What follows belongs to an exercise in optimizing a design on an open flow for small area, a short achievable clock period and few clock cycles per item; a production flow would make more cautious choices.
Function was checked by simulation only, so behaviour that the tests miss may differ from the original.
Power figures rest on the tool's default switching activity, not on a simulated workload.

Setup of alpha:
// shift_add_multiplier
module shift_add_multiplier #(
    parameter integer WIDTH = 16
) (
    input wire clk,
    input wire reset_n,
    input wire tvalid_slave_1,
    input signed [WIDTH-1:0] tdata_slave_1,
    output wire tready_slave_1,
    input wire tvalid_slave_2,
    input signed [WIDTH-1:0] tdata_slave_2,
    output wire tready_slave_2,
    output reg tvalid_master,
    output reg signed [WIDTH-1:0] tdata_master,
    input wire tready_master
);
  reg held_1;
  reg held_2;
  reg [WIDTH-1:0] factor_a;
  reg [7:0] b_neg;
  reg [7:0] b_one;
  reg [7:0] b_two;
  wire [16:0] b_in = {tdata_slave_2, 1'b0};
  wire [7:0] b_in_neg, b_in_one, b_in_two;
  genvar gk;
  generate
    for (gk = 0; gk < 8; gk = gk + 1) begin : g_enc
      assign b_in_neg[gk] = b_in[2*gk+2];
      assign b_in_one[gk] = b_in[2*gk+1] ^ b_in[2*gk];
      assign b_in_two[gk] = (b_in[2*gk+2] & ~b_in[2*gk+1] & ~b_in[2*gk]) | (~b_in[2*gk+2] & b_in[2*gk+1] & b_in[2*gk]);
    end
  endgenerate
  wire [WIDTH-1:0] product;
  reg mid_valid_1;
  reg pipe_c188;
  reg pipe_c223;
  reg pipe_s225;
  reg pipe_s199;
  reg pipe_s228;
  reg pipe_c226;
  reg pipe_s248;
  reg pipe_c246;
  reg pipe_s251;
  reg pipe_c249;
  reg pipe_s254;
  reg pipe_c252;
  reg pipe_s257;
  reg pipe_c255;
  reg pipe_c258;
  reg pipe_g277;
  reg pipe_p278;
  reg pipe_g275;
  reg pipe_p276;
  reg pipe_g279;
  reg pipe_p280;
  reg pipe_G296;
  reg pipe_P297;
  reg pipe_g271;
  reg pipe_p272;
  reg pipe_G308;
  reg pipe_P309;
  reg pipe_p274;
  reg pipe_c229;
  reg pipe_x372;
  reg pipe_pp1;
  reg pipe_p266;
  reg pipe_r348;
  reg pipe_r349;
  wire room_1 = ~mid_valid_1 | ~tvalid_master;
  wire room_2 = ~tvalid_master;
  wire advance_1 = held_1 & held_2 & (room_1 | tready_master);
  wire advance_2 = mid_valid_1 & (room_2 | tready_master);
  wire input_transaction_1 = tvalid_slave_1 & tready_slave_1;
  wire input_transaction_2 = tvalid_slave_2 & tready_slave_2;
  sam_rdy u_rdy_1 (.held(held_1), .other(held_2), .room(room_1), .tready_master(tready_master), .tready(tready_slave_1));
  ...
For scale: about 480 cells after synthesis, roughly 93 flip-flops, roughly 56 I/O pins, ~6000 sq um of cells after synthesis.
export LEC_CHECK = 0
export CAP_MARGIN = 0
export CORE_MARGIN = 2
export CORE_UTILIZATION = 40
export CTS_BUF_LIST = sky130_fd_sc_hd__clkbuf_8
export GPL_TIMING_DRIVEN = 0
export SETUP_SLACK_MARGIN = 2.4
export SLEW_MARGIN = 0
export SYNTH_HIERARCHICAL = 1
create_clock -name core_clock -period 5.0 [get_ports {clk}]
standard.sh (not shown) runs the stock make flow with config.mk's settings and CLKGATE_MAP_FILE= SYNTH_SCRIPT=/design/flow/synth_recipe.tcl, a recipe that flattens the netlist after the stock synthesis.
==> flow/flow/run.sh <==
#!/bin/bash
# The standard layout (standard.sh), with the port buffers that global
# placement inserts made from the smallest buffer cell, and clock tree
# synthesis building larger sink clusters without dummy loads.
set -euo pipefail
export BUFFER_PORTS_ARGS="-buffer_cell sky130_fd_sc_hd__buf_1"
export CTS_ARGS="-sink_clustering_enable -repair_clock_nets -buf_list sky130_fd_sc_hd__clkbuf_8 -sink_clustering_size 24 -dont_use_dummy_load"
bash standard.sh > standard.log 2>&1
Testbench counts of alpha, summed over its fixed seeds: cycles 1,224, items 1,200.
### alpha -> beta
# alpha
export LEC_CHECK = 0
export CAP_MARGIN = 0
export CORE_MARGIN = 2
export CORE_UTILIZATION = 40
export CTS_BUF_LIST = sky130_fd_sc_hd__clkbuf_8
export GPL_TIMING_DRIVEN = 0
export SETUP_SLACK_MARGIN = 2.4
export SLEW_MARGIN = 0
export SYNTH_HIERARCHICAL = 1
create_clock -name core_clock -period 5.0 [get_ports {clk}]
# beta
export LEC_CHECK = 0
export CAP_MARGIN = 0
export CORE_MARGIN = 2
export CORE_UTILIZATION = 40
export CTS_BUF_LIST = sky130_fd_sc_hd__clkbuf_8
export GPL_TIMING_DRIVEN = 0
export SETUP_SLACK_MARGIN = 2.5
export SLEW_MARGIN = 0
export SYNTH_HIERARCHICAL = 1
create_clock -name core_clock -period 5.0 [get_ports {clk}]
==> flow/flow/run.sh <==
#!/bin/bash
# The standard layout (standard.sh), with the port buffers that global
# placement inserts made from the smallest buffer cell instead of the default.
set -euo pipefail
export BUFFER_PORTS_ARGS="-buffer_cell sky130_fd_sc_hd__buf_1"
bash standard.sh > standard.log 2>&1
--- outcome ---
Of the two values seen for critical path's slowest cell, edfxtp_1 was produced by alpha and buf_1 by beta.
When the final numbers for alpha and beta were put side by side, the total number of cells along the worst setup path turned out to be greater in alpha.
beta: wire length of the first global-routing pass is 130 microns higher than what alpha reported.
The number of cells in the finished layout apart from fillers number comes out lower for alpha vs beta.
The buffer count excluding the clock tree in the final layout reported for beta is greater than that of alpha by 25%.
beta vs alpha — total length of routed wires rose 3.8%.
Average via count per standard cell (beta over alpha): decrease, 0.098
Start point of the critical path = tready_master: beta; start point of the critical path = b_one[0]$_DFFE_PP_: alpha

========
## onyx
Starting RTL as in the previous note.
## shift_add_multiplier
module shift_add_multiplier #(
    parameter integer WIDTH = 16
) (
    input wire clk,
    input wire reset_n,
    input wire tvalid_slave_1,
    input signed [WIDTH-1:0] tdata_slave_1,
    output wire tready_slave_1,
    input wire tvalid_slave_2,
    input signed [WIDTH-1:0] tdata_slave_2,
    output wire tready_slave_2,
    output reg tvalid_master,
    output reg signed [WIDTH-1:0] tdata_master,
    input wire tready_master
);
clock: 5.0 ns
lec_check: 0
cap_margin: 0
core_margin: 2
core_utilization: 40
cts_buf_list: sky130_fd_sc_hd__clkbuf_8
gpl_timing_driven: 0
setup_slack_margin: 2.65
slew_margin: 0
synth_hierarchical: 1
==> flow/flow/run.sh <==
#!/bin/bash
set -euo pipefail
export BUFFER_PORTS_ARGS="-buffer_cell sky130_fd_sc_hd__buf_1"
export CTS_ARGS="-sink_clustering_enable -repair_clock_nets -buf_list sky130_fd_sc_hd__clkbuf_8 -sink_clustering_size 24 -dont_use_dummy_load"
bash standard.sh > standard.log 2>&1
Testbench counts of onyx, summed over its fixed seeds: cycles 1,224, items 1,200.
[inputs] tundra vs onyx
Settings: swapping 2.65 for 2.4 in SETUP_SLACK_MARGIN.
Notes after the runs:
- Sort onyx and tundra by number of global-route vias before repair desc -> top: onyx
- Re setup slack: onyx and tundra aren't equal, and the higher value belongs to onyx.
- tundra -> onyx: number of enable-type register cells in the synthesized netlist delta 0, exact match
- Between onyx and tundra, the worst-case headroom to the max-slew limit figures differ only marginally.
- onyx -> tundra: synthesized instance count flat
- Type of the worst setup path: in2out -> onyx, reg2reg -> tundra
- | share of power burned in the clock network | tundra vs onyx | 0.6 points higher |
- Measured against each other, onyx and tundra differ in clock-pin slew on the worst setup and hold paths, the higher figure coming from tundra.
- ~same source-to-sink clock delay at the later pin of the worst-skew pair in onyx and tundra
- Compared with onyx, tundra is the less power-hungry design.

========
## before
Starting RTL as in the previous note.
## shift_add_multiplier
module shift_add_multiplier #(
    parameter integer WIDTH = 16
) (
    input wire clk,
    input wire reset_n,
    input wire tvalid_slave_1,
    input signed [WIDTH-1:0] tdata_slave_1,
    output wire tready_slave_1,
    input wire tvalid_slave_2,
    input signed [WIDTH-1:0] tdata_slave_2,
    output wire tready_slave_2,
    output reg tvalid_master,
    output reg signed [WIDTH-1:0] tdata_master,
    input wire tready_master
);
Settings: LEC_CHECK=0, CAP_MARGIN=0, CORE_MARGIN=2, CORE_UTILIZATION=40, CTS_BUF_LIST=sky130_fd_sc_hd__clkbuf_8, GPL_TIMING_DRIVEN=0, SETUP_SLACK_MARGIN=2.1, SLEW_MARGIN=0, SYNTH_HIERARCHICAL=1; clock period 5.0 ns.
==> flow/flow/run.sh <==
#!/bin/bash
# The standard layout (standard.sh), with the port buffers that global
# placement inserts made from the smallest buffer cell, and clock tree
# synthesis building larger sink clusters without dummy loads.
set -euo pipefail
export BUFFER_PORTS_ARGS="-buffer_cell sky130_fd_sc_hd__buf_1"
export CTS_ARGS="-sink_clustering_enable -repair_clock_nets -buf_list sky130_fd_sc_hd__clkbuf_8 -sink_clustering_size 24 -dont_use_dummy_load"
bash standard.sh > standard.log 2>&1
before was carried through to the last stage, and its layout satisfied the timing, design-rule and antenna checks.
Testbench counts of before, summed over its fixed seeds: cycles 1,224, items 1,200.
For after, these inputs were changed with respect to before:
# before
export LEC_CHECK = 0
export CAP_MARGIN = 0
export CORE_MARGIN = 2
export CORE_UTILIZATION = 40
export CTS_BUF_LIST = sky130_fd_sc_hd__clkbuf_8
export GPL_TIMING_DRIVEN = 0
export SETUP_SLACK_MARGIN = 2.1
export SLEW_MARGIN = 0
export SYNTH_HIERARCHICAL = 1
create_clock -name core_clock -period 5.0 [get_ports {clk}]
# after
export LEC_CHECK = 0
export CAP_MARGIN = 0
export CORE_MARGIN = 2
export CORE_UTILIZATION = 40
export CTS_BUF_LIST = sky130_fd_sc_hd__clkbuf_8
export GPL_TIMING_DRIVEN = 0
export PLACE_DENSITY = 0.75
export SETUP_SLACK_MARGIN = 2.3
export SLEW_MARGIN = 0
export SYNTH_HIERARCHICAL = 1
create_clock -name core_clock -period 5.0 [get_ports {clk}]
==> comparison <==
Clock skew of before is on par with after. Taking before as the reference, in after post-route total power saw an increase; final area saw an increase. When after is set beside before, its maximum clock frequency turns out to be 3.0% larger. Result for after and before: all clean. Non-clock buffer count grows slightly when moving from before to after.

==> port drivers added, routing unchanged <==
Ports are ideal in the flow. The routed layouts listed here were re-timed in OpenROAD.
Step 1 assumes that a clkbuf_16 drives the clock port and a buf_2 every other input.
Step 2 adds t to the input delays and takes it off the output delays; t is the mean of the earliest and latest rising clock arrival at the registers after step 1. Input paths then give back, and output paths get back, about the clock's delay inside the block.
Three values: ideal, step 1, step 2; two values: the first two.
run	shift t [ns]	setup slack, ns	worst register clock-pin slew, ns	pins driven straight from the clock port
alpha	0.399	2.521 / 2.521 / 2.236	0.10 / 0.10	1
beta	0.410	2.539 / 2.516 / 2.339	0.10 / 0.10	1
onyx	0.405	2.584 / 2.541 / 2.400	0.10 / 0.10	1
tundra	0.399	2.521 / 2.521 / 2.236	0.10 / 0.10	1
before	0.393	2.357 / 2.357 / 2.231	0.10 / 0.10	1
after	0.407	2.435 / 2.435 / 2.205	0.10 / 0.10	1
After both steps every run listed still meets setup and hold.
